What follows belongs to an exercise in optimizing a design on an open flow for small area; a production flow would make more cautious choices. The RTL was checked by simulation tests, not by an equivalence proof against the original design. Power figures rest on the tool's default switching activity, not on a simulated workload.

==> flow/design.v (outline; a module is shown in full before it is edited, if it fits) <==
// module Word: 2070 lines
// module Cur_Control: 171 lines
// module Tetris: 203 lines
module Tetris(
    input wire        Clk_In,
    input wire        Rotate,
    input wire        Left,
    input wire        Right,
    input wire        Down,
    input wire        Pause,
    input wire        Rst,
    output wire [7:0] RGB,
    output wire       Hsync,
    output wire       Vsync
    );
  // ...
==> flow/flow/run.sh <==
#!/bin/bash
# Own layout flow: the standard flow (standard.sh) with three changes.
#  1. The ABC script that maps the synthesised logic to standard cells is an
#     area-oriented one (flow/abc_area.script) instead of ORFS's.
#  2. Clock tree synthesis builds fewer, larger sink clusters and inserts no
#     dummy loads (CTS_ARGS below).
#  3. The port buffers are buf_2 cells (BUFFER_PORTS_ARGS below).
# Everything else (synthesis passes, register names and cells, floorplan,
# power grid, placement, routing) is the standard flow's.  The make output
# goes to flow_make.log; ORFS keeps each step's log under orfs/logs/.
set -euo pipefail
W=$(pwd)
cat > "$W/own_synth.tcl" <<TCL
# The standard flow's synthesis script (synth_recipe.tcl), with ABC's -script replaced
proc abc {args} {
  set i [lsearch -exact \$args -script]
  if {\$i >= 0} { lset args [expr {\$i + 1}] {$W/flow/abc_area.script} }
  yosys abc {*}\$args
}
source {$W/synth_recipe.tcl}
TCL
sed "s#SYNTH_SCRIPT=[^ ]*#SYNTH_SCRIPT=$W/own_synth.tcl#" "$W/standard.sh" > "$W/own_standard.sh"
grep -q "SYNTH_SCRIPT=$W/own_synth.tcl" "$W/own_standard.sh"
CTS="-sink_clustering_enable -repair_clock_nets -sink_clustering_size 24"
CTS="$CTS -sink_clustering_max_diameter 70 -buf_list sky130_fd_sc_hd__clkbuf_16"
CTS="$CTS -dont_use_dummy_load"
PORTS="-inputs -outputs -buffer_cell sky130_fd_sc_hd__buf_2"
bash "$W/own_standard.sh" "CTS_ARGS=$CTS" "BUFFER_PORTS_ARGS=$PORTS" finish \
  > "$W/flow_make.log" 2>&1
==> flow/flow/abc_area.script <==
strash
dc2
balance
rewrite
refactor
balance
rewrite
rewrite -z
balance
refactor -z
rewrite -z
balance
dc2
amap
topo
==> flow/standard.sh <==
#!/bin/bash
# synth_recipe.tcl (not shown) runs the flow's synth.tcl, then flattens the netlist and writes it again
# the make line also repeats each setting of config.mk as NAME=value (left out here)
make -C /OpenROAD-flow-scripts/flow DESIGN_CONFIG=/design/flow/config.mk WORK_HOME=/design/flow/orfs CLKGATE_MAP_FILE= SYNTH_SCRIPT=/design/flow/synth_recipe.tcl "${@:-finish}"
==> flow/config.mk <==
export PLATFORM = sky130hd
export DESIGN_NAME = Tetris
export DESIGN_NICKNAME = Tetris
export VERILOG_FILES = /design/flow/design.v
export SDC_FILE = /design/flow/constraint.sdc
export NUM_CORES = 8
export LEC_CHECK = 0
export ABC_AREA = 1
export CAP_MARGIN = 30
export CELL_PAD_IN_SITES_DETAIL_PLACEMENT = 1
export CELL_PAD_IN_SITES_GLOBAL_PLACEMENT = 2
export CORE_MARGIN = 2
export CORE_UTILIZATION = 28
export GPL_TIMING_DRIVEN = 0
export PLACE_DENSITY = 0.55
export SLEW_MARGIN = 30
export SYNTH_MEMORY_MAX_BITS = 65536
==> flow/constraint.sdc <==
create_clock -name core_clock -period 20.0 [get_ports {Clk_In}]
set_input_delay 4.0000 -clock core_clock [delete_from_list [all_inputs] [get_ports {Clk_In}]]
set_output_delay 4.0000 -clock core_clock [all_outputs]
set_load 0.01 [all_outputs]
==> summary.txt, run 1 <==
die width -> 302 um
mux cell area share after synthesis -> 0
compound-cell area share of the yosys netlist -> 0.417
sequential-to-total area share from yosys stat -> 0.266
CP dominant cell by count -> clkinv_1
GR peak layer -> met2
layout clock buffer count -> 29
biggest regs -> c2.G (252), gcnt (15), hc (11)
dpl cells -> 4676
NetSw -> 0.000299 W
hold wc startpoint -> rnd[0]$_SDFF_PP1_
Worst-Margin Slew -> 1.23 ns
CTS root buffer -> clkbuf_16
Non-clock buffers -> 89
clk sinks -> 331
outcome -> complete, no violations
Bufs on Longest Clock Path -> 3
Slew headroom -> 0.177
FMAX -> 84.9 MHz
Critical Path RT -> 20.49 ns
number of synthesized flops with an enable pin -> 0
share of layout cells above drive strength 1 -> 0.0793
M1 GR Usage -> 0.542
Highest Signal Layer -> met5
fin nets -> 3644
Total GRT Usage -> 0.518
multi-input gate share of total cell area -> 0.614
cell with the most instances after synthesis -> nor2_1
==> inputs of run 2 (changes only) <==
--- a/flow/config.mk
+++ b/flow/config.mk
@@ -10,8 +10,8 @@
 export CELL_PAD_IN_SITES_DETAIL_PLACEMENT = 1
 export CELL_PAD_IN_SITES_GLOBAL_PLACEMENT = 2
 export CORE_MARGIN = 2
-export CORE_UTILIZATION = 28
+export CORE_UTILIZATION = 32
 export GPL_TIMING_DRIVEN = 0
-export PLACE_DENSITY = 0.55
+export PLACE_DENSITY = 0.6
 export SLEW_MARGIN = 30
 export SYNTH_MEMORY_MAX_BITS = 65536
==> run 2 against run 1 <==
  * Still clean on timing, DRC and antenna
  * Non-clock buffer count increased by 6
  * Combinational power is essentially flat
  * Global-route usage up 2.9 points
  * Cell count down 2.4%
  * Flip-flop and latch count is the same
  * Power rose by 0.35%
  * Synthesized cell count is the same
  * Sequential share of layout area increased by 0.077 points
  * Critical path depth is 2 higher
  * Largest cell class unchanged
==> summary.txt, run 2 <==
Area after DPL -> 27800 um^2 (was 27900 um^2)
synthesized area -> 24900 um^2 (unchanged)
die width -> 283 um (was 302 um)
Max IR drop VDD -> 0.0614 mV (was 0.0696 mV)
critical path launch point type -> flip-flop (unchanged)
share of layout cells above drive strength 1 -> 0.0780 (was 0.0793)
Mapped Nets -> 3525 (unchanged)
number of global-route vias before repair -> 36265 (was 36323)
pwr dens -> 42.6 nW/um^2 (was 42.3 nW/um^2)
Final HPWL DP -> 171 mm (was 184 mm)
Clk pwr share -> 0.428 (was 0.426)
commonest non-fill, non-tap cells in the layout -> nor2_1, o21ai_0, clkinv_1 (unchanged)
drt drc -> 0 (unchanged)
Critical R2R Capture -> c2.G[135]$_DFF_P_ (was rgb_r[3]$_SDFF_PP0_)
PortBufs -> 16 (unchanged)
Max FO, Critical Path -> 16 (was 14)
Yosys top cell area share -> 0.266 (unchanged)
CP endpoint kind -> flip-flop (unchanged)
Bufs on Longest Clock Path -> 3 (unchanged)
Routed WL -> 229 mm (was 244 mm)
hold wc startpoint -> dcnt[2]$_SDFF_PP0_ (was rnd[0]$_SDFF_PP1_)
Post-synth ARST share -> 0 (unchanged)
Critical Path RT -> 20.43 ns (was 20.49 ns)
worst-skew pair later-pin latency -> 0.66 ns (was 0.67 ns)
Critical Path AT -> 12.26 ns (about the same)
Final Hold Vio Count -> 0 (unchanged)
RSZ-0062 raised after global routing -> false (unchanged)
number of synthesized flops with an enable pin -> 0 (unchanged)
register share of total power -> 0.542 (was 0.544)
largest net degree at the start of global routing -> 61 (unchanged)
Switching Share -> 0.248 (was 0.245)
hold crit path type -> flip-flop to flip-flop (unchanged)
CTS root buffer -> clkbuf_16 (unchanged)
post-route clock period utilization -> 0.592 (was 0.589)
Total GRT Usage -> 0.548 (was 0.518)
FF/Latch Area -> 6630 um^2 (unchanged)
antenna violations before repair -> 32 (was 36)
Tmin final -> 11.83 ns (was 11.77 ns)
Setup-failing EPs final -> 0 (unchanged)
max incr delay on CP -> 1.12 ns (was 1.02 ns)
NetSw -> 0.000303 W (was 0.000299 W)
max reg flops -> 252 (unchanged)
fin nets -> 3650 (was 3644)
initial DRC count -> 8928 (was 7649)
final worst slack -> 8.17 ns (was 8.23 ns)
sequential-to-total area share from yosys stat -> 0.266 (unchanged)
cell with the most instances after synthesis -> nor2_1 (unchanged)
fill count -> 9597 (was 10857)
design area -> 28800 um^2 (was 28900 um^2)
Initial DRT Pass Iterations -> 15 (was 17)
FF-to-FF Start -> c2.typ[0]$_SDFFE_PP0P_ (was vs[4]$_SDFFE_PP1P_)
FMAX -> 84.5 MHz (was 84.9 MHz)
area of the multi-input gates -> 17700 um^2 (about the same)
CTS Hold Buffers Added -> 0 (unchanged)
Overflow after GRT -> 0 (unchanged)
Avg WL per Cell -> 49.5 um (was 51.4 um)
hold slack -> 0.423 ns (was 0.424 ns)
CTS tree -> done (unchanged)
main flop type after synthesis -> dfxtp_1 (unchanged)
Layout Area Growth over Synthesis -> 15.5% (was 15.9%)
Mapped Avg Cell Area -> 7.27 um^2 (unchanged)
commonest non-fill, non-tap cell in the layout -> nor2_1 (unchanged)
reg-to-reg slack, setup -> 8.17 ns (was 8.23 ns)
clk sinks -> 331 (unchanged)
Core Rows -> 102 (was 109)
register with the most flip-flops -> c2.G (unchanged)
Worst-Margin Slew -> 1.26 ns (was 1.23 ns)
skew final -> 0.0887 ns (was 0.133 ns)
DR vias/cell -> 8.27 (was 7.97)
Worst path slowest cell -> a222oi_1 (was clkinv_1)
R2R cell count -> 30 (was 28)
worst setup path class -> flip-flop to flip-flop (unchanged)
Post-CTS Setup Inserts -> 0 (unchanged)
total power -> 0.00123 W (was 0.00122 W)
post-synth cell types -> 60 (unchanged)
CTS buffer count -> 29 (unchanged)
via count of the routed design -> 38274 (was 37779)
outcome -> complete, no violations (unchanged)
Core ar. -> 77300 um^2 (was 88400 um^2)
P_leak -> 8.29 nW (was 8.25 nW)
Slew headroom -> 0.159 (was 0.177)
Combinational Power Share -> 0.031 (about the same)
Seq cells post-synth -> 331 (unchanged)
Setup Slack @ Placement -> 9.04 ns (was 8.77 ns)
Synth Instances -> 3428 (unchanged)
first-pass GRT wire length -> 311 mm (was 325 mm)
total of max-cap violations -> 0 (unchanged)
Hold Path End -> dcnt[3]$_SDFF_PP0_ (was rnd[0]$_SDFF_PP1_)
H-tree depth -> 1 (unchanged)
Post-synth top cells -> nor2_1, o21ai_0, clkinv_1 (unchanged)
Final Max Tran Viols -> 0 (unchanged)
synth warn -> 2 (unchanged)
setup_tns -> 0 ns (unchanged)
Initial Utilization -> 0.322 (was 0.282)
Hold Crit Depth -> 2 (was 1)
internal power -> 0.000923 W (about the same)
Die Ht -> 283 um (was 302 um)
antenna viol nets, final -> 0 (unchanged)
DIE AREA -> 80200 um^2 (was 91400 um^2)
top post-synthesis cells by area -> dfxtp_1, a222oi_1, nor2_1 (unchanged)
Post-CTS Resized -> 0 (unchanged)
# IOs -> 17 (unchanged)
clk slew on worst S/H paths -> 0.07 ns (about the same)
biggest regs -> c2.G (252), gcnt (15), hc (11) (unchanged)
cell taking the most area after synthesis -> dfxtp_1 (unchanged)
GPL Wtd Cong -> 1.24 (was 1.16)
==> run 2: cell counts after synthesis <==
Identical to the previous run, type by type.
==> run 2: power groups by stage <==
stage	clock network (W)	registers, W	logic, W
floorplan	0	0.000678	0.0000178
global placement	0	0.000679	0.0000317
detailed placement	0	0.000679	0.0000333
CTS	0.000510	0.000664	0.0000334
global route	0.000533	0.000664	0.0000379
finish	0.000524	0.000664	0.0000374
==> run 2: logic make-up (layout without fill, tap and decap cells) <==
group           Yosys count  count (layout)  synth area share
buf+inv                 391             514            0.0590
simple gates           1171            1171             0.211
fa+ha+maj                90              90            0.0467
compound gates         1445            1445             0.417
other cells               0              37                 0
flops                   331             331             0.266
==> run 2: layer usage <==
metal,up-vias,GRT usage,wire length (um)
li1,14041,-,-
met1,18266,0.576,73900
met2,4206,0.766,90600
met3,1741,0.282,34300
met4,20,0.554,30000
met5,-,0.0214,158
==> run 2: final cells by class <==
class	count	share of cell area
Inverter	390	0.0509
Buffer	1	0.000261
Sequential cell	331	0.230
Antenna cell	37	0.00321
Timing Repair Buffer	94	0.0304
Tap cell	1040	0.0452
Clock buffer	29	0.0252
Multi-Input combinational cell	2706	0.615
==> run 2: critical path: cells and delay by family, from the launching register on <==
kind            cells  cell delay, ns
simple gates       10            3.61
flops               1            0.77
buf+inv            10            3.62
compound gates     10            3.59
==> run 2: worst max-delay path by stage <==
stage	from	to	slack, ns	depth (start not counted)
finish	c2.typ[0]$_SDFFE_PP0P_	c2.G[135]$_DFF_P_	8.17	30
global route	be[0]$_SDFF_PP0_	c2.G[135]$_DFF_P_	8.21	33
CTS	be[0]$_SDFF_PP0_	c2.G[135]$_DFF_P_	8.93	33
detailed placement	c2.typ[0]$_SDFFE_PP0P_	c2.G[135]$_DFF_P_	9.04	30
global placement	c2.G[244]$_DFF_P_	c2.typ[1]$_SDFFE_PP0P_	5.90	49
floorplan	Rst	c2.G[238]$_DFF_P_	11.62	15
==> run 2: stage by stage <==
stage / utilization / instances
6_report: 0.372 / 4628
5_1_grt: 0.371 / 4595
4_1_cts: 0.369 / 4585
3_5_place_dp: 0.360 / 4556
3_3_place_gp: 0.340 / 4484
2_1_floorplan: - / 3428
==> module Tetris, before the edit <==
module Tetris(
    input wire        Clk_In,
    input wire        Rotate,
    input wire        Left,
    input wire        Right,
    input wire        Down,
    input wire        Pause,
    input wire        Rst,
    output wire [7:0] RGB,
    output wire       Hsync,
    output wire       Vsync
    );
wire Clk = Clk_In;
function [15:0] shape;
    input [2:0] t;
    input [1:0] r;
    begin
        case ({t, r})
            5'b00100, 5'b00110: shape = 16'h1111;
            5'b00101, 5'b00111: shape = 16'h000f;
            5'b01000, 5'b01001, 5'b01010, 5'b01011: shape = 16'h0033;
            5'b01100: shape = 16'h0072;
            5'b01101: shape = 16'h0131;
            5'b01110: shape = 16'h0027;
            5'b01111: shape = 16'h0232;
            5'b10000, 5'b10010: shape = 16'h0036;
            5'b10001, 5'b10011: shape = 16'h0231;
            5'b10100, 5'b10110: shape = 16'h0063;
            5'b10101, 5'b10111: shape = 16'h0132;
            5'b11000: shape = 16'h0322;
            5'b11001: shape = 16'h0071;
            5'b11010: shape = 16'h0113;
            5'b11011: shape = 16'h0047;
            5'b11100: shape = 16'h0311;
            5'b11101: shape = 16'h0017;
            5'b11110: shape = 16'h0223;
            5'b11111: shape = 16'h0074;
            default:  shape = 16'h0000;
        endcase
    end
endfunction
reg  [7:0] dcnt;
reg  [3:0] bd;
reg  [3:0] be;
wire       samp = (dcnt == 8'he4);
wire [3:0] raw  = {Rotate, Left, Right, Down};
wire       dfb  = ~(dcnt[7] ^ dcnt[5] ^ dcnt[4] ^ dcnt[3]);
always @(posedge Clk) begin
    if (Rst) begin
        dcnt <= 8'd0;
        bd   <= 4'd0;
        be   <= 4'd0;
    end
    else begin
        dcnt <= samp ? 8'd0 : {dcnt[6:0], dfb};
        be   <= samp ? (raw & ~bd) : 4'd0;
        if (samp)
            bd <= raw;
    end
end
wire down_en   = be[0];
wire right_en  = be[1];
wire left_en   = be[2];
wire rotate_en = be[3];
reg [14:0] gcnt;
reg        gclk;
always @(posedge Clk) begin
    if (Rst) begin
        gcnt <= 15'd0;
        gclk <= 1'b0;
    end
    else if (!Pause) begin
        if (gcnt == 15'd32500) begin
            gcnt <= 15'd0;
            gclk <= 1'b1;
        end
        else begin
            gcnt <= gcnt + 15'd1;
            gclk <= 1'b0;
        end
    end
    else
        gclk <= 1'b0;
end
reg [2:0] rnd;
always @(posedge Clk) begin
    if (Rst || rnd == 3'd7)
        rnd <= 3'd1;
    else
        rnd <= rnd + 3'd1;
end
wire [251:0] G;
wire [3:0]   px;
wire [4:0]   py;
wire [1:0]   rot;
wire [2:0]   typ;
wire         over;
Cur_Control c2 (.Clk(Clk), .Rst(Rst), .Game_Clk(gclk), .Down_en(down_en),
                .Left_en(left_en), .Right_en(right_en), .Rotate_en(rotate_en),
                .rnd(rnd), .G(G), .px(px), .py(py), .rot(rot), .typ(typ),
                .over(over));
reg [10:0] hc;
reg [4:0]  vr;
reg [5:0]  vs;
wire hend = (hc == 11'd1343);
always @(posedge Clk) begin
    if (Rst) begin
        hc <= 11'd0;
        vr <= 5'd31;
        vs <= 6'd17;
    end
    else begin
        hc <= hend ? 11'd0 : hc + 11'd1;
        if (hend) begin
            if (vr == 5'd19 && vs == 6'd22) begin
                vr <= 5'd31;
                vs <= 6'd17;
            end
            else if (vs == 6'd39) begin
                vr <= vr + 5'd1;
                vs <= 6'd0;
            end
            else
                vs <= vs + 6'd1;
        end
    end
end
assign Hsync = ~(hc >= 11'd1048 && hc < 11'd1184);
assign Vsync = ~(vr == 5'd18 && vs >= 6'd28 && vs <= 6'd33);
wire in_v     = (vr <= 5'd17) || (vr == 5'd18 && vs == 6'd0);
wire in_h     = (hc >= 11'd287) && (hc <= 11'd735);
wire grid     = (hc[4:0] == 5'd31) || (vs == 6'd0);
wire [3:0] col = hc[8:5] - 4'd9;
wire [4:0] row = vr;
localparam [251:0] OVER_PAT = 252'h7ff8000000193e1408f1e4408f3e00000001070a22288912244700000001ffe;
wire [17:0] rowoh;
wire [13:0] coloh;
wire [13:0] colbit;
genvar gr, gc;
generate
    for (gr = 0; gr < 18; gr = gr + 1) begin : rsel
        assign rowoh[gr] = (row == gr);
    end
    for (gc = 0; gc < 14; gc = gc + 1) begin : csel
        assign coloh[gc] = (col == gc);
        wire [17:0] colv;
        for (gr = 0; gr < 18; gr = gr + 1) begin : cv
            assign colv[gr] = G[14*gr + gc];
        end
        assign colbit[gc] = |(rowoh & colv);
    end
endgenerate
wire gbit = |(coloh & colbit);
reg [13:0] prow;
integer rr;
always @(*) begin
    prow = 14'd0;
    for (rr = 0; rr < 18; rr = rr + 1)
        if (row == rr)
            prow = OVER_PAT[14*rr +: 14];
end
wire bcell = over ? prow[col] : gbit;
wire [4:0]  dy = row - py;
wire [4:0]  dx = {1'b0, col} - {1'b0, px};
wire [15:0] cshape = shape(typ, rot);
wire piece = (dy < 5'd4) && (dx < 5'd4) && cshape[{dy[1:0], dx[1:0]}];
reg [7:0] pcol;
always @(*) begin
    case (typ)
        3'd1: pcol = 8'b01_000_010;
        3'd2: pcol = 8'b10_001_111;
        3'd3: pcol = 8'b11_110_000;
        3'd4: pcol = 8'b00_000_111;
        3'd5: pcol = 8'b00_111_000;
        3'd6: pcol = 8'b11_000_000;
        3'd7: pcol = 8'b00_111_000;
        default: pcol = 8'b00_101_111;
    endcase
end
wire wbit;
Word ji (.vs(vs), .hx(hc), .text(wbit));
wire text = (vr == 5'd0) && wbit;
reg [7:0] pix;
always @(*) begin
    if (in_v && in_h) begin
        if (grid)
            pix = 8'hFF;
        else if (piece)
            pix = pcol;
        else if (bcell)
            pix = 8'b00_101_111;
        else
            pix = 8'b11_101_101;
    end
    else
        pix = 8'h00;
    if (text)
        pix = 8'b00_000_111;
end
reg [7:0] rgb_r;
always @(posedge Clk) rgb_r <= pix;
assign RGB = rgb_r;
endmodule
==> inputs of run 3 (changes only) <==
--- a/flow/design.v
+++ b/flow/design.v
@@ -2308,18 +2308,19 @@
 wire rotate_en = be[3];
 reg [14:0] gcnt;
 reg        gclk;
+wire       gfb = ~(gcnt[14] ^ gcnt[13]);
 always @(posedge Clk) begin
     if (Rst) begin
         gcnt <= 15'd0;
         gclk <= 1'b0;
     end
     else if (!Pause) begin
-        if (gcnt == 15'd32500) begin
+        if (gcnt == 15'h42f4) begin
             gcnt <= 15'd0;
             gclk <= 1'b1;
         end
         else begin
-            gcnt <= gcnt + 15'd1;
+            gcnt <= {gcnt[13:0], gfb};
             gclk <= 1'b0;
         end
     end
--- a/flow/flow/run.sh
+++ b/flow/flow/run.sh
@@ -1,10 +1,12 @@
 #!/bin/bash
-# Own layout flow: the standard flow (standard.sh) with three changes.
+# Own layout flow: the standard flow (standard.sh) with four changes.
 #  1. The ABC script that maps the synthesised logic to standard cells is an
 #     area-oriented one (flow/abc_area.script) instead of ORFS's.
 #  2. Clock tree synthesis builds fewer, larger sink clusters and inserts no
 #     dummy loads (CTS_ARGS below).
 #  3. The port buffers are buf_2 cells (BUFFER_PORTS_ARGS below).
+#  4. Synthesis does not map adders to half/full-adder cells
+#     (ADDER_MAP_FILE empty), so ABC optimises that logic with the rest.
 # Everything else (synthesis passes, register names and cells, floorplan,
 # power grid, placement, routing) is the standard flow's.  The make output
 # goes to flow_make.log; ORFS keeps each step's log under orfs/logs/.
@@ -25,5 +27,5 @@
 CTS="$CTS -sink_clustering_max_diameter 70 -buf_list sky130_fd_sc_hd__clkbuf_16"
 CTS="$CTS -dont_use_dummy_load"
 PORTS="-inputs -outputs -buffer_cell sky130_fd_sc_hd__buf_2"
-bash "$W/own_standard.sh" "CTS_ARGS=$CTS" "BUFFER_PORTS_ARGS=$PORTS" finish \
+bash "$W/own_standard.sh" "CTS_ARGS=$CTS" "BUFFER_PORTS_ARGS=$PORTS" ADDER_MAP_FILE= finish \
   > "$W/flow_make.log" 2>&1
--- a/flow/config.mk
+++ b/flow/config.mk
@@ -10,8 +10,8 @@
 export CELL_PAD_IN_SITES_DETAIL_PLACEMENT = 1
 export CELL_PAD_IN_SITES_GLOBAL_PLACEMENT = 2
 export CORE_MARGIN = 2
-export CORE_UTILIZATION = 32
+export CORE_UTILIZATION = 28
 export GPL_TIMING_DRIVEN = 0
-export PLACE_DENSITY = 0.6
+export PLACE_DENSITY = 0.55
 export SLEW_MARGIN = 30
 export SYNTH_MEMORY_MAX_BITS = 65536
==> run 3 against run 2 <==
  * Fmax fell by 1.6%
  * Final area down 1.6%
  * Via count down 1.8%
  * Still clean on timing, DRC and antenna
  * Critical path type unchanged
  * Largest power group unchanged
  * Highest routed layer unchanged
  * Die area is 8.8% higher
  * Worst setup slack got worse by 0.19 ns
  * Clock skew down 0.026 ns
  * Cell count grew 2.0%
  * Core utilization down 3.4 points
  * Clock-buffer cell count is 1 higher
  * Combinational power rose by 49%
==> summary.txt, run 3 <==
number of synthesized flops with an enable pin -> 0 (unchanged)
register with the most flip-flops -> c2.G (unchanged)
Total GRT Usage -> 0.525 (was 0.548)
Critical R2R Capture -> c2.G[166]$_DFF_P_ (was c2.G[135]$_DFF_P_)
post-synth cell types -> 56 (was 60)
Avg WL per Cell -> 50.0 um (was 49.5 um)
Critical Path RT -> 20.52 ns (was 20.43 ns)
Seq cells post-synth -> 331 (unchanged)
Final Hold Vio Count -> 0 (unchanged)
Post-CTS Setup Inserts -> 0 (unchanged)
FMAX -> 83.2 MHz (was 84.5 MHz)
synthesized area -> 23800 um^2 (was 24900 um^2)
Core ar. -> 83800 um^2 (was 77300 um^2)
Initial DRT Pass Iterations -> 14 (was 15)
RSZ-0062 raised after global routing -> false (unchanged)
FF/Latch Area -> 6630 um^2 (about the same)
fin nets -> 3564 (was 3650)
Core Rows -> 106 (was 102)
DIE AREA -> 87200 um^2 (was 80200 um^2)
Combinational Power Share -> 0.044 (was 0.031)
hold crit path type -> flip-flop to flip-flop (unchanged)
CTS root buffer -> clkbuf_16 (unchanged)
Overflow after GRT -> 0 (unchanged)
CTS Hold Buffers Added -> 0 (unchanged)
Setup-failing EPs final -> 0 (unchanged)
clk sinks -> 331 (unchanged)
critical path launch point type -> flip-flop (unchanged)
share of layout cells above drive strength 1 -> 0.105 (was 0.0780)
GPL Wtd Cong -> 1.14 (was 1.24)
register share of total power -> 0.530 (was 0.542)
Hold Path End -> rnd[0]$_SDFF_PP1_ (was dcnt[3]$_SDFF_PP0_)
drt drc -> 0 (unchanged)
Worst-Margin Slew -> 1.21 ns (was 1.26 ns)
PortBufs -> 16 (unchanged)
total power -> 0.00125 W (was 0.00123 W)
CP endpoint kind -> flip-flop (unchanged)
Mapped Avg Cell Area -> 7.02 um^2 (was 7.27 um^2)
sequential-to-total area share from yosys stat -> 0.279 (was 0.266)
number of global-route vias before repair -> 35543 (was 36265)
Initial Utilization -> 0.284 (was 0.322)
Setup Slack @ Placement -> 7.85 ns (was 9.04 ns)
total of max-cap violations -> 0 (unchanged)
Yosys top cell area share -> 0.279 (was 0.266)
cell taking the most area after synthesis -> dfxtp_1 (unchanged)
Mapped Nets -> 3393 (was 3525)
internal power -> 0.000934 W (was 0.000923 W)
clk slew on worst S/H paths -> 0.08 ns (was 0.07 ns)
largest net degree at the start of global routing -> 59 (was 61)
Post-CTS Resized -> 0 (unchanged)
pwr dens -> 44.2 nW/um^2 (was 42.6 nW/um^2)
main flop type after synthesis -> dfxtp_1 (unchanged)
post-route clock period utilization -> 0.601 (was 0.592)
Hold Crit Depth -> 1 (was 2)
Final Max Tran Viols -> 0 (unchanged)
worst-skew pair later-pin latency -> 0.64 ns (was 0.66 ns)
commonest non-fill, non-tap cells in the layout -> nor2_1, o21ai_0, clkinv_1 (unchanged)
CP dominant cell by count -> clkinv_1
commonest non-fill, non-tap cell in the layout -> nor2_1 (unchanged)
# IOs -> 17 (unchanged)
reg-to-reg slack, setup -> 7.98 ns (was 8.17 ns)
skew final -> 0.0631 ns (was 0.0887 ns)
Tmin final -> 12.02 ns (was 11.83 ns)
H-tree depth -> 1 (unchanged)
cell with the most instances after synthesis -> nor2_1 (unchanged)
initial DRC count -> 7547 (was 8928)
fill count -> 10481 (was 9597)
Final HPWL DP -> 180 mm (was 171 mm)
antenna violations before repair -> 35 (was 32)
R2R cell count -> 38 (was 30)
Synth Instances -> 3386 (was 3428)
CTS buffer count -> 30 (was 29)
via count of the routed design -> 37567 (was 38274)
P_leak -> 7.92 nW (was 8.29 nW)
Post-synth ARST share -> 0 (unchanged)
Worst path slowest cell -> nor4_2 (was a222oi_1)
max reg flops -> 252 (unchanged)
Critical Path AT -> 12.54 ns (was 12.26 ns)
area of the multi-input gates -> 16900 um^2 (was 17700 um^2)
Clk pwr share -> 0.426 (was 0.428)
worst setup path class -> flip-flop to flip-flop (unchanged)
synth warn -> 2 (unchanged)
Die Ht -> 295 um (was 283 um)
antenna viol nets, final -> 0 (unchanged)
outcome -> complete, no violations (unchanged)
max incr delay on CP -> 0.81 ns (was 1.12 ns)
DR vias/cell -> 7.96 (was 8.27)
Layout Area Growth over Synthesis -> 19.3% (was 15.5%)
first-pass GRT wire length -> 315 mm (was 311 mm)
Post-synth top cells -> nor2_1, o21ai_0, clkinv_1 (unchanged)
NetSw -> 0.000320 W (was 0.000303 W)
Max FO, Critical Path -> 15 (was 16)
hold slack -> 0.421 ns (was 0.423 ns)
die width -> 295 um (was 283 um)
final worst slack -> 7.98 ns (was 8.17 ns)
fin util -> 0.338 (was 0.372)
setup_tns -> 0 ns (unchanged)
top post-synthesis cells by area -> dfxtp_1, a222oi_1, nor2_1 (unchanged)
Max IR drop VDD -> 0.0682 mV (was 0.0614 mV)
Slew headroom -> 0.189 (was 0.159)
Routed WL -> 236 mm (was 229 mm)
biggest regs -> c2.G (252), gcnt (15), hc (11) (unchanged)
CTS tree -> done (unchanged)
FF-to-FF Start -> c2.G[244]$_DFF_P_ (was c2.typ[0]$_SDFFE_PP0P_)
Switching Share -> 0.255 (was 0.248)
hold wc startpoint -> rnd[0]$_SDFF_PP1_ (was dcnt[2]$_SDFF_PP0_)
Bufs on Longest Clock Path -> 3 (unchanged)
-- run 3: changes by cell type after synthesis, sizes merged, moves of 24 or more --
cell and delta:
a222oi -27, clkinv -47, ha -85, nor2 +97
nor3 +24, o22ai +33
-- run 3: power groups by stage --
stage	Clock (W)	Sequential (W)	Combinational (W)
finish	0.000534	0.000665	0.0000557
global route	0.000552	0.000665	0.0000547
CTS	0.000526	0.000665	0.0000500
detailed placement	0	0.000680	0.0000499
global placement	0	0.000681	0.0000444
floorplan	0	0.000679	0.0000224
-- run 3: area by class of cell --
| class | instances | area share |
|---|---|---|
| diodes | 31 | 0.00274 |
| plain buffers | 1 | 0.000265 |
| clock buffers | 30 | 0.0265 |
| inverters | 343 | 0.0456 |
| multi-input cells | 2711 | 0.597 |
| flip-flops and latches | 331 | 0.234 |
| well taps | 1134 | 0.0500 |
| repair buffers | 139 | 0.0445 |
-- run 3: worst max path at each step --
stage / cells past startpoint / slack [ns] / end / from
2_1_floorplan: 16 / 8.92 / c2.G[154]$_DFF_P_ / Rst
5_1_grt: 38 / 7.74 / c2.G[196]$_DFF_P_ / c2.G[246]$_DFF_P_
4_1_cts: 38 / 8.17 / c2.G[166]$_DFF_P_ / c2.G[244]$_DFF_P_
6_report: 38 / 7.98 / c2.G[166]$_DFF_P_ / c2.G[244]$_DFF_P_
3_3_place_gp: 17 / 2.18 / c2.G[68]$_DFF_P_ / Rst
3_5_place_dp: 22 / 7.85 / c2.G[166]$_DFF_P_ / Rst
-- run 3: cell families after synthesis --
kind of cell / share of synthesized area
and+or+nand+nor: 0.242
AOI/OAI and AO/OA: 0.424
DFF: 0.279
buffers and inverters: 0.0545
-- run 3: critical path: cells and delay by family, from the launching register on --
kind	cells	cell delay [ns]
AND/OR/NAND/NOR	17	6.27
AO/OA/AOI/OAI	10	2.78
buffers and inverters	11	2.45
flip-flops	1	0.38
-- run 3: layer usage --
| metal | part of all wire | GRT usage |
|---|---|---|
| met4 | 0.14 | 0.567 |
| met3 | 0.13 | 0.213 |
| met5 | 0.00035 | 0.0144 |
| met2 | 0.41 | 0.760 |
| met1 | 0.33 | 0.553 |
-- run 3: metrics by stage --
stage / cell area [um^2] / instances
after floorplan: 23800 / 3386
after global placement: 25300 / 4536
after detailed placement: 27400 / 4655
after CTS: 28200 / 4685
after global routing: 28300 / 4696
final: 28400 / 4720
==> inputs of run 4 (changes only) <==
--- a/flow/config.mk
+++ b/flow/config.mk
@@ -6,12 +6,12 @@
 export NUM_CORES = 8
 export LEC_CHECK = 0
 export ABC_AREA = 1
-export CAP_MARGIN = 30
+export CAP_MARGIN = 15
 export CELL_PAD_IN_SITES_DETAIL_PLACEMENT = 1
 export CELL_PAD_IN_SITES_GLOBAL_PLACEMENT = 2
 export CORE_MARGIN = 2
 export CORE_UTILIZATION = 28
 export GPL_TIMING_DRIVEN = 0
 export PLACE_DENSITY = 0.55
-export SLEW_MARGIN = 30
+export SLEW_MARGIN = 15
 export SYNTH_MEMORY_MAX_BITS = 65536
==> run 4 against run 3 <==
  * Highest routed layer unchanged
  * First-iteration DRC count is 1.8% higher
  * Power is 0.25% higher
  * Critical path type unchanged
  * Largest power group unchanged
  * Cell count is 0.32% lower
  * Sequential share of layout area rose by 0.14 points
==> summary.txt, run 4 <==
Post-synth top cells -> nor2_1, o21ai_0, clkinv_1 (unchanged)
total of max-cap violations -> 0 (unchanged)
Core ar. -> 83800 um^2 (unchanged)
PortBufs -> 16 (unchanged)
Area after DPL -> 27200 um^2 (was 27400 um^2)
GPL Wtd Cong -> 1.14 (unchanged)
main flop type after synthesis -> dfxtp_1 (unchanged)
drt drc -> 0 (unchanged)
Layout Area Growth over Synthesis -> 18.6% (was 19.3%)
sequential-to-total area share from yosys stat -> 0.279 (unchanged)
share of layout cells above drive strength 1 -> 0.0878 (was 0.105)
antenna violations before repair -> 40 (was 35)
top post-synthesis cells by area -> dfxtp_1, a222oi_1, nor2_1 (unchanged)
die width -> 295 um (unchanged)
fill count -> 10380 (was 10481)
Overflow after GRT -> 0 (unchanged)
max reg flops -> 252 (unchanged)
H-tree depth -> 1 (unchanged)
outcome -> complete, no violations (unchanged)
fin nets -> 3553 (was 3564)
Final Max Tran Viols -> 0 (unchanged)
clk slew on worst S/H paths -> 0.07 ns (was 0.08 ns)
CTS tree -> done (unchanged)
cell taking the most area after synthesis -> dfxtp_1 (unchanged)
Mapped Nets -> 3393 (unchanged)
Routed WL -> 237 mm (was 236 mm)
area of the multi-input gates -> 16700 um^2 (was 16900 um^2)
Critical Path AT -> 13.17 ns (was 12.54 ns)
Slew headroom -> 0.0398 (was 0.189)
post-route clock period utilization -> 0.632 (was 0.601)
RSZ-0062 raised after global routing -> false (unchanged)
setup_tns -> 0 ns (unchanged)
Post-CTS Resized -> 0 (unchanged)
number of global-route vias before repair -> 35369 (was 35543)
Post-CTS Setup Inserts -> 0 (unchanged)
fin util -> 0.336 (was 0.338)
Seq cells post-synth -> 331 (unchanged)
Final Hold Vio Count -> 0 (unchanged)
# IOs -> 17 (unchanged)
synthesized area -> 23800 um^2 (unchanged)
initial DRC count -> 7685 (was 7547)
CTS root buffer -> clkbuf_16 (unchanged)
design area -> 28200 um^2 (was 28400 um^2)
first-pass GRT wire length -> 315 mm (about the same)
Avg WL per Cell -> 50.3 um (was 50.0 um)
CP endpoint kind -> flip-flop (unchanged)
clk sinks -> 331 (unchanged)
Bufs on Longest Clock Path -> 3 (unchanged)
Tmin final -> 12.65 ns (was 12.02 ns)
Setup-failing EPs final -> 0 (unchanged)
antenna viol nets, final -> 0 (unchanged)
Synth Instances -> 3386 (unchanged)
P_leak -> 7.91 nW (was 7.92 nW)
hold crit path type -> flip-flop to flip-flop (unchanged)
Critical Path RT -> 20.53 ns (was 20.52 ns)
Max IR drop VDD -> 0.0608 mV (was 0.0682 mV)
Yosys top cell area share -> 0.279 (unchanged)
register with the most flip-flops -> c2.G (unchanged)
critical path launch point type -> flip-flop (unchanged)
Core Rows -> 106 (unchanged)
CTS buffer count -> 30 (unchanged)
skew final -> 0.0764 ns (was 0.0631 ns)
pwr dens -> 44.6 nW/um^2 (was 44.2 nW/um^2)
largest net degree at the start of global routing -> 59 (unchanged)
cell with the most instances after synthesis -> nor2_1 (unchanged)
Total GRT Usage -> 0.525 (about the same)
number of synthesized flops with an enable pin -> 0 (unchanged)
CTS Hold Buffers Added -> 0 (unchanged)
max incr delay on CP -> 0.97 ns (was 0.81 ns)
Final HPWL DP -> 181 mm (was 180 mm)
worst-skew pair later-pin latency -> 0.67 ns (was 0.64 ns)
FMAX -> 79.1 MHz (was 83.2 MHz)
synth warn -> 2 (unchanged)
CP dominant cell by count -> clkinv_1 (unchanged)
commonest non-fill, non-tap cells in the layout -> nor2_1, o21ai_0, clkinv_1 (unchanged)
DR vias/cell -> 7.94 (was 7.96)
Mapped Avg Cell Area -> 7.02 um^2 (unchanged)
worst setup path class -> flip-flop to flip-flop (unchanged)
FF/Latch Area -> 6630 um^2 (about the same)
post-synth cell types -> 56 (unchanged)
via count of the routed design -> 37373 (was 37567)
Post-synth ARST share -> 0 (unchanged)
commonest non-fill, non-tap cell in the layout -> nor2_1 (unchanged)
Worst-Margin Slew -> 1.43 ns (was 1.21 ns)
biggest regs -> c2.G (252), gcnt (15), hc (11) (unchanged)
Die Ht -> 295 um (unchanged)
Worst path slowest cell -> nor2b_1 (was nor4_2)
DIE AREA -> 87200 um^2 (unchanged)
Initial DRT Pass Iterations -> 14 (unchanged)
Initial Utilization -> 0.284 (unchanged)
Max FO, Critical Path -> 15 (unchanged)
-- run 4: cell counts after synthesis --
No cell type changed its count.
-- run 4: through the flow --
step                setup slack, ns  instances  total power (W)  hold WS, ns
global placement               2.18       4536         0.000726        0.383
detailed placement             7.41       4645         0.000729        0.405
CTS                            7.81       4675          0.00125        0.417
global route                   7.15       4685          0.00127        0.437
finish                         7.35       4705          0.00126        0.416
floorplan                      8.92       3386         0.000701        0.375
-- run 4: worst max-delay path, delay by kind of cell, from the launching register on --
family,cells,cell delay (ns)
DFF,1,0.38
and+or+nand+nor,20,8.11
AOI/OAI and AO/OA,7,1.69
buffers and inverters,10,2.32
-- run 4: where the power goes --
group          switching, W  internal, W  leakage [nW]  total [W]
Sequential       0.00000414     0.000662          2.67   0.000666
Clock              0.000278     0.000260         0.370   0.000538
Combinational     0.0000425    0.0000110          4.88  0.0000535
Total              0.000325     0.000933          7.91    0.00126
-- run 4: area by class of cell --
cell class | count | share of cell area
well taps | 1134 | 0.0504
diodes | 27 | 0.00240
inverters | 343 | 0.0458
clock buffers | 30 | 0.0266
flip-flops and latches | 331 | 0.235
plain buffers | 1 | 0.000266
repair buffers | 128 | 0.0469
multi-input cells | 2711 | 0.592
-- run 4: cells by family after synthesis --
| kind of cell | Yosys count | synth area share |
|---|---|---|
| buffers and inverters | 344 | 0.0545 |
| AOI/OAI and AO/OA | 1420 | 0.424 |
| and+or+nand+nor | 1291 | 0.242 |
| DFF | 331 | 0.279 |
-- run 4: path summary, 6_finish.rpt --
kind	startpoint	endpoint	slack, ns	depth (start not counted)
max	c2.G[244]$_DFF_P_	c2.G[131]$_DFF_P_	7.35	37
min	rnd[0]$_SDFF_PP1_	rnd[0]$_SDFF_PP1_	0.42	1
max reg2reg	c2.G[244]$_DFF_P_	c2.G[131]$_DFF_P_	7.35	37
min reg2reg	rnd[0]$_SDFF_PP1_	rnd[0]$_SDFF_PP1_	0.42	1
-- run 4: layer usage --
metal / share of wire / wire length [um] / up-vias / track usage
li1: - / - / 13887 / -
met1: 0.32 / 76900 / 18172 / 0.554
met2: 0.41 / 95900 / 3847 / 0.762
met3: 0.13 / 31800 / 1453 / 0.210
met4: 0.13 / 31900 / 14 / 0.570
met5: 0.00079 / 187 / - / 0.0150
==> inputs of run 5 (changes only) <==
--- a/flow/flow/run.sh
+++ b/flow/flow/run.sh
@@ -1,7 +1,8 @@
 #!/bin/bash
 # Own layout flow: the standard flow (standard.sh) with four changes.
 #  1. The ABC script that maps the synthesised logic to standard cells is an
-#     area-oriented one (flow/abc_area.script) instead of ORFS's.
+#     area-oriented one (flow/abc_area.script) instead of ORFS's, and does not
+#     use the weakest (_0) cells.
 #  2. Clock tree synthesis builds fewer, larger sink clusters and inserts no
 #     dummy loads (CTS_ARGS below).
 #  3. The port buffers are buf_2 cells (BUFFER_PORTS_ARGS below).
@@ -17,6 +18,9 @@
 proc abc {args} {
   set i [lsearch -exact \$args -script]
   if {\$i >= 0} { lset args [expr {\$i + 1}] {$W/flow/abc_area.script} }
+  foreach c {a2111oi_0 a21boi_0 and2_0 o21ai_0 o311ai_0 or2_0} {
+    lappend args -dont_use sky130_fd_sc_hd__\$c
+  }
   yosys abc {*}\$args
 }
 source {$W/synth_recipe.tcl}
--- a/flow/config.mk
+++ b/flow/config.mk
@@ -6,12 +6,12 @@
 export NUM_CORES = 8
 export LEC_CHECK = 0
 export ABC_AREA = 1
-export CAP_MARGIN = 15
+export CAP_MARGIN = 10
 export CELL_PAD_IN_SITES_DETAIL_PLACEMENT = 1
 export CELL_PAD_IN_SITES_GLOBAL_PLACEMENT = 2
 export CORE_MARGIN = 2
 export CORE_UTILIZATION = 28
 export GPL_TIMING_DRIVEN = 0
 export PLACE_DENSITY = 0.55
-export SLEW_MARGIN = 15
+export SLEW_MARGIN = 10
 export SYNTH_MEMORY_MAX_BITS = 65536
==> run 5 against run 4 <==
  * Now fails the layout checks on max-capacitance violations, max-slew violations
  * Via count fell by 0.79%
  * First-iteration DRC count rose by 0.53%
  * Sequential power barely moved
  * Worst setup slack got worse by 0.29 ns
  * Power fell by 1.2%
  * Flip-flop and latch count did not move
  * Fmax fell by 2.3%
  * Wire length fell by 0.78%
  * Global-route usage fell by 0.30 points
  * Final area fell by 0.84%
  * Critical endpoint is now c2.G[154]$_DFF_P_
==> summary.txt, run 5 <==
cell taking the most area after synthesis -> dfxtp_1 (unchanged)
CP dominant cell by count -> clkinv_1 (unchanged)
max incr delay on CP -> 1.02 ns (was 0.97 ns)
Max FO, Critical Path -> 15 (unchanged)
antenna violations before repair -> 22 (was 40)
CP endpoint kind -> flip-flop (unchanged)
Core Rows -> 106 (unchanged)
DR vias/cell -> 7.92 (was 7.94)
Post-synth ARST share -> 0 (unchanged)
Die Ht -> 296 um (was 295 um)
Setup-failing EPs final -> 0 (unchanged)
CTS tree -> done (unchanged)
Switching Share -> 0.255 (was 0.258)
drt drc -> 0 (unchanged)
synthesized area -> 23800 um^2 (about the same)
cell with the most instances after synthesis -> nor2_1 (unchanged)
Area after DPL -> 27100 um^2 (was 27200 um^2)
Avg WL per Cell -> 50.2 um (was 50.3 um)
Total GRT Usage -> 0.522 (was 0.525)
Mapped Avg Cell Area -> 7.02 um^2 (about the same)
Post-CTS Resized -> 0 (unchanged)
hold slack -> 0.400 ns (was 0.416 ns)
SO Faults -> max-capacitance violations, max-slew violations
Layout Area Growth over Synthesis -> 17.4% (was 18.6%)
critical path launch point type -> flip-flop (unchanged)
CTS root buffer -> clkbuf_16 (unchanged)
Worst-Margin Slew -> 1.56 ns (was 1.43 ns)
Mapped Nets -> 3397 (was 3393)
fin nets -> 3542 (was 3553)
Combinational Power Share -> 0.045 (was 0.043)
Critical Path RT -> 20.50 ns (was 20.53 ns)
Tmin final -> 12.94 ns (was 12.65 ns)
initial DRC count -> 7726 (was 7685)
post-route clock period utilization -> 0.647 (was 0.632)
PortBufs -> 16 (unchanged)
outcome -> complete, but fails checks (was complete, no violations)
skew final -> 0.0955 ns (was 0.0764 ns)
CTS buffer count -> 29 (was 30)
pwr dens -> 44.5 nW/um^2 (was 44.6 nW/um^2)
synth warn -> 2 (unchanged)
FMAX -> 77.3 MHz (was 79.1 MHz)
Critical Path AT -> 13.44 ns (was 13.17 ns)
number of global-route vias before repair -> 35678 (was 35369)
# IOs -> 17 (unchanged)
internal power -> 0.000926 W (was 0.000933 W)
H-tree depth -> 1 (unchanged)
Final Max Tran Viols -> 2 (was 0)
number of synthesized flops with an enable pin -> 0 (unchanged)
commonest non-fill, non-tap cells in the layout -> nor2_1, o21ai_1, clkinv_1 (was nor2_1, o21ai_0, clkinv_1)
Post-synth top cells -> nor2_1, o21ai_1, clkinv_1 (was nor2_1, o21ai_0, clkinv_1)
Max IR drop VDD -> 0.0742 mV (was 0.0608 mV)
Initial DRT Pass Iterations -> 13 (was 14)
Initial Utilization -> 0.283 (was 0.284)
max reg flops -> 252 (unchanged)
main flop type after synthesis -> dfxtp_1 (unchanged)
clk sinks -> 331 (unchanged)
hold crit path type -> flip-flop to flip-flop (unchanged)
clk slew on worst S/H paths -> 0.09 ns (was 0.07 ns)
Final Hold Vio Count -> 0 (unchanged)
Slew headroom -> -0.0450 (was 0.0398)
Seq cells post-synth -> 331 (unchanged)
share of layout cells above drive strength 1 -> 0.0793 (was 0.0878)
commonest non-fill, non-tap cell in the layout -> nor2_1 (unchanged)
P_leak -> 7.66 nW (was 7.91 nW)
sequential-to-total area share from yosys stat -> 0.279 (about the same)
Bufs on Longest Clock Path -> 3 (unchanged)
largest net degree at the start of global routing -> 59 (unchanged)
NetSw -> 0.000316 W (was 0.000325 W)
die width -> 296 um (was 295 um)
first-pass GRT wire length -> 314 mm (was 315 mm)
setup_tns -> 0 ns (unchanged)
CTS Hold Buffers Added -> 0 (unchanged)
Overflow after GRT -> 0 (unchanged)
design area -> 27900 um^2 (was 28200 um^2)
worst-skew pair later-pin latency -> 0.64 ns (was 0.67 ns)
register with the most flip-flops -> c2.G (unchanged)
worst setup path class -> flip-flop to flip-flop (unchanged)
Synth Instances -> 3390 (was 3386)
via count of the routed design -> 37076 (was 37373)
antenna viol nets, final -> 0 (unchanged)
GPL Wtd Cong -> 1.14 (about the same)
Final HPWL DP -> 180 mm (was 181 mm)
biggest regs -> c2.G (252), gcnt (15), hc (11) (unchanged)
Clk pwr share -> 0.420 (was 0.428)
RSZ-0062 raised after global routing -> false (unchanged)
Core ar. -> 84000 um^2 (was 83800 um^2)
Routed WL -> 235 mm (was 237 mm)
Post-CTS Setup Inserts -> 0 (unchanged)
DIE AREA -> 87300 um^2 (was 87200 um^2)
register share of total power -> 0.536 (was 0.529)
post-synth cell types -> 56 (unchanged)
Yosys top cell area share -> 0.279 (about the same)
top post-synthesis cells by area -> dfxtp_1, a222oi_1, nor2_1 (unchanged)
total of max-cap violations -> 3 (was 0)
Worst path slowest cell -> nor2b_1 (unchanged)
run 5: worst max-delay path: cells and delay by family, from the launching register on:
kind                   cells  cell delay (ns)
AND/OR/NAND/NOR           17             7.20
AO/OA/AOI/OAI             10             3.18
flip-flops                 1             0.34
buffers and inverters     10             2.10
run 5: through the flow:
stage	total power, W	worst slack (ns)	util	instances
6_report	0.00124	7.06	0.333	4679
5_1_grt	0.00126	6.75	0.333	4668
4_1_cts	0.00123	7.94	0.331	4664
3_5_place_dp	0.000731	7.50	0.322	4635
3_3_place_gp	0.000727	1.46	0.301	4540
2_1_floorplan	0.000701	8.97	-	3390
run 5: cell families after synthesis:
family                 Yosys count  synth area share
buffers and inverters          349            0.0552
AOI/OAI and AO/OA             1418             0.424
DFF                            331             0.279
and+or+nand+nor               1292             0.242
run 5: path summary, 6_finish.rpt:
| path | startpoint | end | slack (ns) | cells after the start |
|---|---|---|---|---|
| worst max-delay path | c2.G[246]$_DFF_P_ | c2.G[154]$_DFF_P_ | 7.06 | 37 |
| worst min-delay path | bd[2]$_SDFFE_PP0N_ | be[2]$_SDFF_PP0_ | 0.40 | 1 |
| worst max register to register | c2.G[246]$_DFF_P_ | c2.G[154]$_DFF_P_ | 7.06 | 37 |
| worst min register to register | bd[2]$_SDFFE_PP0N_ | be[2]$_SDFF_PP0_ | 0.40 | 1 |
run 5: cell type report:
class,instances,area [um^2]
fill,10355,56000
multi-input combinational,2710,16600
sequential,331,6630
tap,1134,1420
inverter,348,1310
timing repair buffer,114,1210
clock buffer,29,726
antenna,12,30.0
buffer,1,7.51
run 5: power groups by stage:
stage | clock [W] | sequential, W | combinational (W)
after floorplan | 0 | 0.000679 | 0.0000226
after global placement | 0 | 0.000682 | 0.0000458
after detailed placement | 0 | 0.000680 | 0.0000503
after CTS | 0.000515 | 0.000665 | 0.0000504
after global routing | 0.000539 | 0.000666 | 0.0000547
final | 0.000521 | 0.000665 | 0.0000555
run 5: layer usage:
layer  GRT usage  wire (um)  vias to the layer above
met4       0.561      31900                       28
met1       0.552      76500                    17903
met5     0.00277        255                        -
met3       0.206      30900                     1602
li1            -          -                    13866
met2       0.761      95100                     3677
==> inputs of run 6 (changes only) <==
--- a/flow/config.mk
+++ b/flow/config.mk
@@ -6,12 +6,12 @@
 export NUM_CORES = 8
 export LEC_CHECK = 0
 export ABC_AREA = 1
-export CAP_MARGIN = 10
+export CAP_MARGIN = 30
 export CELL_PAD_IN_SITES_DETAIL_PLACEMENT = 1
 export CELL_PAD_IN_SITES_GLOBAL_PLACEMENT = 2
 export CORE_MARGIN = 2
 export CORE_UTILIZATION = 28
 export GPL_TIMING_DRIVEN = 0
 export PLACE_DENSITY = 0.55
-export SLEW_MARGIN = 10
+export SLEW_MARGIN = 30
 export SYNTH_MEMORY_MAX_BITS = 65536
==> run 6 against run 5 <==
  * The run now finishes clean
  * Critical path depth is 1 higher
  * Cell count is 0.64% higher
  * Synthesized area stayed put
  * Critical path type unchanged
  * Highest routed layer unchanged
==> summary.txt, run 6 <==
sequential-to-total area share from yosys stat -> 0.279 (unchanged)
FF/Latch Area -> 6630 um^2 (about the same)
clk slew on worst S/H paths -> 0.09 ns (about the same)
outcome -> complete, no violations (was complete, but fails checks)
Post-CTS Resized -> 0 (unchanged)
CTS tree -> done (unchanged)
Total GRT Usage -> 0.524 (was 0.522)
die width -> 296 um (unchanged)
Worst-Margin Slew -> 1.18 ns (was 1.56 ns)
Initial DRT Pass Iterations -> 11 (was 13)
antenna viol nets, final -> 0 (unchanged)
max reg flops -> 252 (unchanged)
Final Hold Vio Count -> 0 (unchanged)
commonest non-fill, non-tap cells in the layout -> nor2_1, o21ai_1, clkinv_1 (unchanged)
Slew headroom -> 0.212 (was -0.0450)
Core ar. -> 84000 um^2 (unchanged)
FF-to-FF Start -> c2.G[246]$_DFF_P_ (unchanged)
Overflow after GRT -> 0 (unchanged)
fill count -> 10300 (was 10355)
biggest regs -> c2.G (252), gcnt (15), hc (11) (unchanged)
worst setup path class -> flip-flop to flip-flop (unchanged)
register with the most flip-flops -> c2.G (unchanged)
Critical Path RT -> 20.52 ns (was 20.50 ns)
Setup-failing EPs final -> 0 (unchanged)
first-pass GRT wire length -> 316 mm (was 314 mm)
Synth Instances -> 3390 (unchanged)
commonest non-fill, non-tap cell in the layout -> nor2_1 (unchanged)
via count of the routed design -> 37375 (was 37076)
Critical Path AT -> 12.50 ns (was 13.44 ns)
CP endpoint kind -> flip-flop (unchanged)
cell taking the most area after synthesis -> dfxtp_1 (unchanged)
Worst path slowest cell -> nor2_1 (was nor2b_1)
Yosys top cell area share -> 0.279 (unchanged)
synth warn -> 2 (unchanged)
CTS root buffer -> clkbuf_16 (unchanged)
PortBufs -> 16 (unchanged)
max incr delay on CP -> 0.79 ns (was 1.02 ns)
critical path launch point type -> flip-flop (unchanged)
Bufs on Longest Clock Path -> 3 (unchanged)
share of layout cells above drive strength 1 -> 0.109 (was 0.0793)
area of the multi-input gates -> 16900 um^2 (was 16600 um^2)
Setup crit end -> c2.G[221]$_DFF_P_ (was c2.G[154]$_DFF_P_)
Tmin final -> 11.98 ns (was 12.94 ns)
clk sinks -> 331 (unchanged)
setup_tns -> 0 ns (unchanged)
Post-synth top cells -> nor2_1, o21ai_1, clkinv_1 (unchanged)
Layout Area Growth over Synthesis -> 19.0% (was 17.4%)
post-route clock period utilization -> 0.599 (was 0.647)
R2R cell count -> 38 (was 37)
Routed WL -> 236 mm (was 235 mm)
fin util -> 0.337 (was 0.333)
Critical R2R Capture -> c2.G[221]$_DFF_P_ (was c2.G[154]$_DFF_P_)
P_leak -> 7.74 nW (was 7.66 nW)
Post-synth ARST share -> 0 (unchanged)
Hold Crit Depth -> 1 (unchanged)
Core Rows -> 106 (unchanged)
post-synth cell types -> 56 (unchanged)
largest net degree at the start of global routing -> 59 (unchanged)
cell with the most instances after synthesis -> nor2_1 (unchanged)
worst setup path startpoint -> c2.G[246]$_DFF_P_ (unchanged)
H-tree depth -> 1 (unchanged)
DR vias/cell -> 7.94 (was 7.92)
Max IR drop VDD -> 0.0633 mV (was 0.0742 mV)
number of synthesized flops with an enable pin -> 0 (unchanged)
Final HPWL DP -> 181 mm (was 180 mm)
Mapped Nets -> 3397 (unchanged)
RSZ-0062 raised after global routing -> false (unchanged)
initial DRC count -> 7883 (was 7726)
Max FO, Critical Path -> 15 (unchanged)
FMAX -> 83.5 MHz (was 77.3 MHz)
synthesized area -> 23800 um^2 (unchanged)
Avg WL per Cell -> 50.2 um (about the same)
total of max-cap violations -> 0 (was 3)
Post-CTS Setup Inserts -> 0 (unchanged)
antenna violations before repair -> 22 (unchanged)
DIE AREA -> 87300 um^2 (unchanged)
GPL Wtd Cong -> 1.14 (unchanged)
top post-synthesis cells by area -> dfxtp_1, a222oi_1, nor2_1 (unchanged)
CTS buffer count -> 29 (unchanged)
fin nets -> 3568 (was 3542)
Die Ht -> 296 um (unchanged)
reg-to-reg slack, setup -> 8.02 ns (was 7.06 ns)
# IOs -> 17 (unchanged)
Mapped Avg Cell Area -> 7.02 um^2 (unchanged)
main flop type after synthesis -> dfxtp_1 (unchanged)
hold crit path type -> flip-flop to flip-flop (unchanged)
Final Max Tran Viols -> 0 (was 2)
number of global-route vias before repair -> 35942 (was 35678)
pwr dens -> 44.1 nW/um^2 (was 44.5 nW/um^2)
skew final -> 0.0707 ns (was 0.0955 ns)
worst-skew pair later-pin latency -> 0.65 ns (was 0.64 ns)
Initial Utilization -> 0.283 (unchanged)
drt drc -> 0 (unchanged)
Seq cells post-synth -> 331 (unchanged)
CTS Hold Buffers Added -> 0 (unchanged)
[run 6: cell count changes in the layout (fill, tap and decap cells not counted), sizes merged]
cell           delta
buf              +24
clkdlybuf4s18     +2
diode             +4
[run 6: critical path, delay by kind of cell (launching register included)]
family / cells / cell delay (ns)
AND/OR/NAND/NOR: 20 / 7.54
AO/OA/AOI/OAI: 7 / 1.65
flip-flops: 1 / 0.33
buffers and inverters: 11 / 2.33
[run 6: how the worst min path moves through the flow]
stage / to / startpoint / slack (ns)
4_1_cts: be[2]$_SDFF_PP0_ / bd[2]$_SDFFE_PP0N_ / 0.40
2_1_floorplan: rnd[0]$_SDFF_PP1_ / rnd[0]$_SDFF_PP1_ / 0.38
5_1_grt: be[1]$_SDFF_PP0_ / bd[1]$_SDFFE_PP0N_ / 0.42
6_report: be[2]$_SDFF_PP0_ / bd[2]$_SDFFE_PP0N_ / 0.40
3_3_place_gp: rnd[0]$_SDFF_PP1_ / rnd[0]$_SDFF_PP1_ / 0.39
3_5_place_dp: rnd[0]$_SDFF_PP1_ / rnd[0]$_SDFF_PP1_ / 0.42
[run 6: cells by family (layout without fill, tap and decap cells)]
family	count (synthesis)	count (layout)	share of synthesized area
AND/OR/NAND/NOR	1292	1292	0.242
flip-flops	331	331	0.279
AO/OA/AOI/OAI	1418	1418	0.424
other	0	16	0
buffers and inverters	349	518	0.0552
[run 6: power breakdown]
part | switching, W | internal [W]
combinational | 0.0000442 | 0.0000109
clock | 0.000274 | 0.000252
sequential | 0.00000364 | 0.000661
total | 0.000322 | 0.000925
[run 6: through the flow]
stage | total power, W | instance area, um^2 | std cells | setup WS (ns) | hold WS (ns)
2_1_floorplan | 0.000701 | 23800 | 3390 | 8.97 | 0.375
3_3_place_gp | 0.000727 | 25300 | 4540 | 1.46 | 0.393
3_5_place_dp | 0.000730 | 27400 | 4663 | 7.92 | 0.419
4_1_cts | 0.00123 | 28100 | 4692 | 8.16 | 0.397
5_1_grt | 0.00126 | 28300 | 4693 | 8.10 | 0.423
6_report | 0.00125 | 28300 | 4709 | 8.02 | 0.398
[run 6: per-layer routing]
metal | wire length (um) | track usage
met1 | 76800 | 0.551
met2 | 95700 | 0.768
met3 | 31600 | 0.211
met4 | 32100 | 0.555
met5 | 103 | 0.00831
[run 6: cell type report]
type / count / share of cell area
flip-flops and latches: 331 / 0.234
plain buffers: 1 / 0.000265
diodes: 16 / 0.00141
clock buffers: 29 / 0.0256
multi-input cells: 2710 / 0.599
repair buffers: 140 / 0.0431
inverters: 348 / 0.0465
well taps: 1134 / 0.0501
==> inputs of run 7 (changes only) <==
--- a/flow/config.mk
+++ b/flow/config.mk
@@ -6,12 +6,12 @@
 export NUM_CORES = 8
 export LEC_CHECK = 0
 export ABC_AREA = 1
-export CAP_MARGIN = 30
+export CAP_MARGIN = 5
 export CELL_PAD_IN_SITES_DETAIL_PLACEMENT = 1
 export CELL_PAD_IN_SITES_GLOBAL_PLACEMENT = 2
 export CORE_MARGIN = 2
 export CORE_UTILIZATION = 28
 export GPL_TIMING_DRIVEN = 0
 export PLACE_DENSITY = 0.55
-export SLEW_MARGIN = 30
+export SLEW_MARGIN = 5
 export SYNTH_MEMORY_MAX_BITS = 65536
==> run 7 against run 6 <==
  * The layout now fails its checks (max-capacitance violations, max-slew violations)
  * Clock skew up 0.0039 ns
  * Worst hold slack better by 0.0055 ns
  * Non-clock buffer count down 27
  * Fmax down 8.2%
  * Critical endpoint is now c2.G[154]$_DFF_P_
  * Largest power group unchanged
  * Highest routed layer unchanged
==> summary.txt, run 7 <==
Final Hold Vio Count -> 0 (unchanged)
max incr delay on CP -> 1.04 ns (was 0.79 ns)
fin nets -> 3542 (was 3568)
largest net degree at the start of global routing -> 59 (unchanged)
CTS root buffer -> clkbuf_16 (unchanged)
FMAX -> 76.7 MHz (was 83.5 MHz)
Slew headroom -> -0.0605 (was 0.212)
outcome -> complete, but fails checks (was complete, no violations)
Initial Utilization -> 0.283 (unchanged)
Avg WL per Cell -> 50.1 um (was 50.2 um)
antenna viol nets, final -> 0 (unchanged)
first-pass GRT wire length -> 314 mm (was 316 mm)
Max FO, Critical Path -> 15 (unchanged)
Critical Path AT -> 13.57 ns (was 12.50 ns)
clk slew on worst S/H paths -> 0.09 ns (about the same)
Worst path slowest cell -> nor2b_1 (was nor2_1)
Max IR drop VDD -> 0.0738 mV (was 0.0633 mV)
pwr dens -> 45.1 nW/um^2 (was 44.1 nW/um^2)
Critical Path RT -> 20.53 ns (was 20.52 ns)
Hold Crit Depth -> 1 (unchanged)
Tmin final -> 13.05 ns (was 11.98 ns)
# IOs -> 17 (unchanged)
FF-to-FF Start -> c2.G[246]$_DFF_P_ (unchanged)
Seq cells post-synth -> 331 (unchanged)
Total GRT Usage -> 0.522 (was 0.524)
synthesized area -> 23800 um^2 (unchanged)
fill count -> 10320 (was 10300)
post-synth cell types -> 56 (unchanged)
commonest non-fill, non-tap cells in the layout -> nor2_1, o21ai_1, clkinv_1 (unchanged)
hold crit path type -> flip-flop to flip-flop (unchanged)
skew final -> 0.0747 ns (was 0.0707 ns)
PortBufs -> 16 (unchanged)
die width -> 296 um (unchanged)
Overflow after GRT -> 0 (unchanged)
Layout Area Growth over Synthesis -> 17.2% (was 19.0%)
Mapped Avg Cell Area -> 7.02 um^2 (unchanged)
setup_tns -> 0 ns (unchanged)
Core ar. -> 84000 um^2 (unchanged)
Setup-failing EPs final -> 0 (unchanged)
reg-to-reg slack, setup -> 6.95 ns (was 8.02 ns)
Post-synth top cells -> nor2_1, o21ai_1, clkinv_1 (unchanged)
main flop type after synthesis -> dfxtp_1 (unchanged)
post-route clock period utilization -> 0.652 (was 0.599)
hold wc startpoint -> bd[2]$_SDFFE_PP0N_ (unchanged)
cell with the most instances after synthesis -> nor2_1 (unchanged)
Core Rows -> 106 (unchanged)
share of layout cells above drive strength 1 -> 0.0744 (was 0.109)
number of global-route vias before repair -> 35772 (was 35942)
Routed WL -> 234 mm (was 236 mm)
Post-CTS Setup Inserts -> 0 (unchanged)
Post-synth ARST share -> 0 (unchanged)
total of max-cap violations -> 6 (was 0)
sequential-to-total area share from yosys stat -> 0.279 (unchanged)
Final Max Tran Viols -> 30 (was 0)
Yosys top cell area share -> 0.279 (unchanged)
SO Faults -> max-capacitance violations, max-slew violations
number of synthesized flops with an enable pin -> 0 (unchanged)
top post-synthesis cells by area -> dfxtp_1, a222oi_1, nor2_1 (unchanged)
Final HPWL DP -> 180 mm (was 181 mm)
CTS Hold Buffers Added -> 0 (unchanged)
GPL Wtd Cong -> 1.14 (unchanged)
Mapped Nets -> 3397 (unchanged)
Critical R2R Capture -> c2.G[154]$_DFF_P_ (was c2.G[221]$_DFF_P_)
RSZ-0062 raised after global routing -> false (unchanged)
dpl cells -> 4633 (was 4663)
antenna violations before repair -> 30 (was 22)
CP endpoint kind -> flip-flop (unchanged)
commonest non-fill, non-tap cell in the layout -> nor2_1 (unchanged)
CTS buffer count -> 30 (was 29)
register with the most flip-flops -> c2.G (unchanged)
H-tree depth -> 1 (unchanged)
max reg flops -> 252 (unchanged)
Bufs on Longest Clock Path -> 3 (unchanged)
drt drc -> 0 (unchanged)
Initial DRT Pass Iterations -> 12 (was 11)
clk sinks -> 331 (unchanged)
P_leak -> 7.67 nW (was 7.74 nW)
DIE AREA -> 87300 um^2 (unchanged)
Finished Layout Cells -> 4684 (was 4709)
cell taking the most area after synthesis -> dfxtp_1 (unchanged)
Synth Instances -> 3390 (unchanged)
biggest regs -> c2.G (252), gcnt (15), hc (11) (unchanged)
CP dominant cell by count -> clkinv_1
DR vias/cell -> 7.97 (was 7.94)
Worst-Margin Slew -> 1.59 ns (was 1.18 ns)
Die Ht -> 296 um (unchanged)
synth warn -> 2 (unchanged)
via count of the routed design -> 37313 (was 37375)
CTS tree -> done (unchanged)
R2R cell count -> 37 (was 38)
Post-CTS Resized -> 0 (unchanged)
worst setup path class -> flip-flop to flip-flop (unchanged)
worst-skew pair later-pin latency -> 0.65 ns (about the same)
initial DRC count -> 7644 (was 7883)
Hold Path End -> be[2]$_SDFF_PP0_ (unchanged)
critical path launch point type -> flip-flop (unchanged)
## run 7: cell count changes in the layout (fill, tap and decap cells not counted), moves of 7 or more
cell / change
nor2_1: +56
o21ai_1: +9
o22ai_2: -7
o22ai_1: +7
buf_2: -14
buf_4: -28
nor2_4: -9
nor2_2: -47
o21ai_2: -9
buf_8: +24
buf_6: -8
## run 7: cell type report
class / count / area [um^2] / area share
inverters: 348 / 1310 / 0.0469
diodes: 17 / 42.5 / 0.00153
well taps: 1134 / 1420 / 0.0509
clock buffers: 30 / 751 / 0.0269
plain buffers: 1 / 7.51 / 0.000269
flip-flops and latches: 331 / 6630 / 0.238
multi-input cells: 2710 / 16500 / 0.593
repair buffers: 113 / 1200 / 0.0431
## run 7: logic make-up after synthesis
logic type / count (synthesis) / synth area share
AO/OA/AOI/OAI: 1418 / 0.424
AND/OR/NAND/NOR: 1292 / 0.242
buffers and inverters: 349 / 0.0552
flip-flops: 331 / 0.279
## run 7: worst max path at each step
stage / cells after the start / to / start
6_report: 37 / c2.G[154]$_DFF_P_ / c2.G[246]$_DFF_P_
3_5_place_dp: 22 / c2.typ[2]$_SDFFE_PP0P_ / Rst
2_1_floorplan: 16 / c2.G[154]$_DFF_P_ / Rst
3_3_place_gp: 20 / c2.typ[0]$_SDFFE_PP0P_ / Rst
5_1_grt: 37 / c2.G[180]$_DFF_P_ / c2.G[246]$_DFF_P_
4_1_cts: 38 / c2.typ[2]$_SDFFE_PP0P_ / c2.G[246]$_DFF_P_
## run 7: power by group
| group | switching, W | total (W) | internal [W] | leakage (nW) |
|---|---|---|---|---|
| Clock | 0.000274 | 0.000535 | 0.000261 | 0.370 |
| Sequential | 0.00000355 | 0.000665 | 0.000662 | 2.67 |
| Combinational | 0.0000446 | 0.0000560 | 0.0000114 | 4.63 |
## run 7: through the flow
| stage | area, um^2 | setup slack [ns] | hold slack, ns | utilization | power, W |
|---|---|---|---|---|---|
| after CTS | 27700 | 7.93 | 0.405 | 0.330 | 0.00124 |
| after global placement | 25300 | 1.46 | 0.393 | 0.301 | 0.000727 |
| after detailed placement | 27000 | 7.54 | 0.416 | 0.321 | 0.000730 |
| final | 27900 | 6.95 | 0.403 | 0.332 | 0.00126 |
| after floorplan | 23800 | 8.97 | 0.375 | - | 0.000701 |
| after global routing | 27800 | 6.89 | 0.426 | 0.332 | 0.00127 |
## run 7: worst max-delay path: cells and delay by family (launching register included)
| family | cells | cell delay (ns) |
|---|---|---|
| buffers and inverters | 10 | 2.10 |
| DFF | 1 | 0.34 |
| and+or+nand+nor | 17 | 7.25 |
| AOI/OAI and AO/OA | 10 | 3.21 |
## run 7: layer usage
layer	vias to the layer above	track usage	part of all wire	wire, um
met5	-	0.00333	0.00052	121
met4	16	0.563	0.14	32600
met3	1587	0.207	0.13	30500
met2	3733	0.762	0.40	94900
met1	18064	0.550	0.33	76300
li1	13913	-	-	-

-- afterwards: timing with drivers on the ports --
In the flow no input, the clock included, has a driving cell. The finished layouts below were timed again as built, in two steps.
Step 1: set_driving_cell puts a clkbuf_16 on Clk_In and a buf_2 on each other input, an assumption about the parent block.
Step 2 moves the port delays by t, midway between the first and last clock arrival at a register: inputs arrive t later, outputs are due t later. That takes back most of the time a late clock gives input paths.
Three values: no drivers, after step 1, after step 2; two values: the first two.
run | shift t [ns] | slack for setup (ns) | worst hold slack (ns) | clock arrival spread, ns
run 1 | 0.681 | 8.228 / 8.228 / 8.083 | 0.424 / 0.424 / 0.424 | 0.133 / 0.133
run 2 | 0.689 | 8.170 / 8.169 / 8.169 | 0.423 / 0.423 / 0.423 | 0.089 / 0.088
run 3 | 0.688 | 7.977 / 7.977 / 7.828 | 0.421 / 0.421 / 0.421 | 0.063 / 0.063
run 4 | 0.701 | 7.355 / 7.355 / 7.160 | 0.416 / 0.416 / 0.416 | 0.076 / 0.076
run 5 | 0.664 | 7.062 / 7.062 / 6.844 | 0.400 / 0.400 / 0.400 | 0.095 / 0.095
run 6 | 0.683 | 8.021 / 8.021 / 8.021 | 0.398 / 0.398 / 0.398 | 0.071 / 0.071
run 7 | 0.688 | 6.955 / 6.955 / 6.876 | 0.403 / 0.403 / 0.403 | 0.074 / 0.075
The setup slack of run 5, which loses most, moves by 0.000 ns with the drivers and by -0.218 ns with both steps.
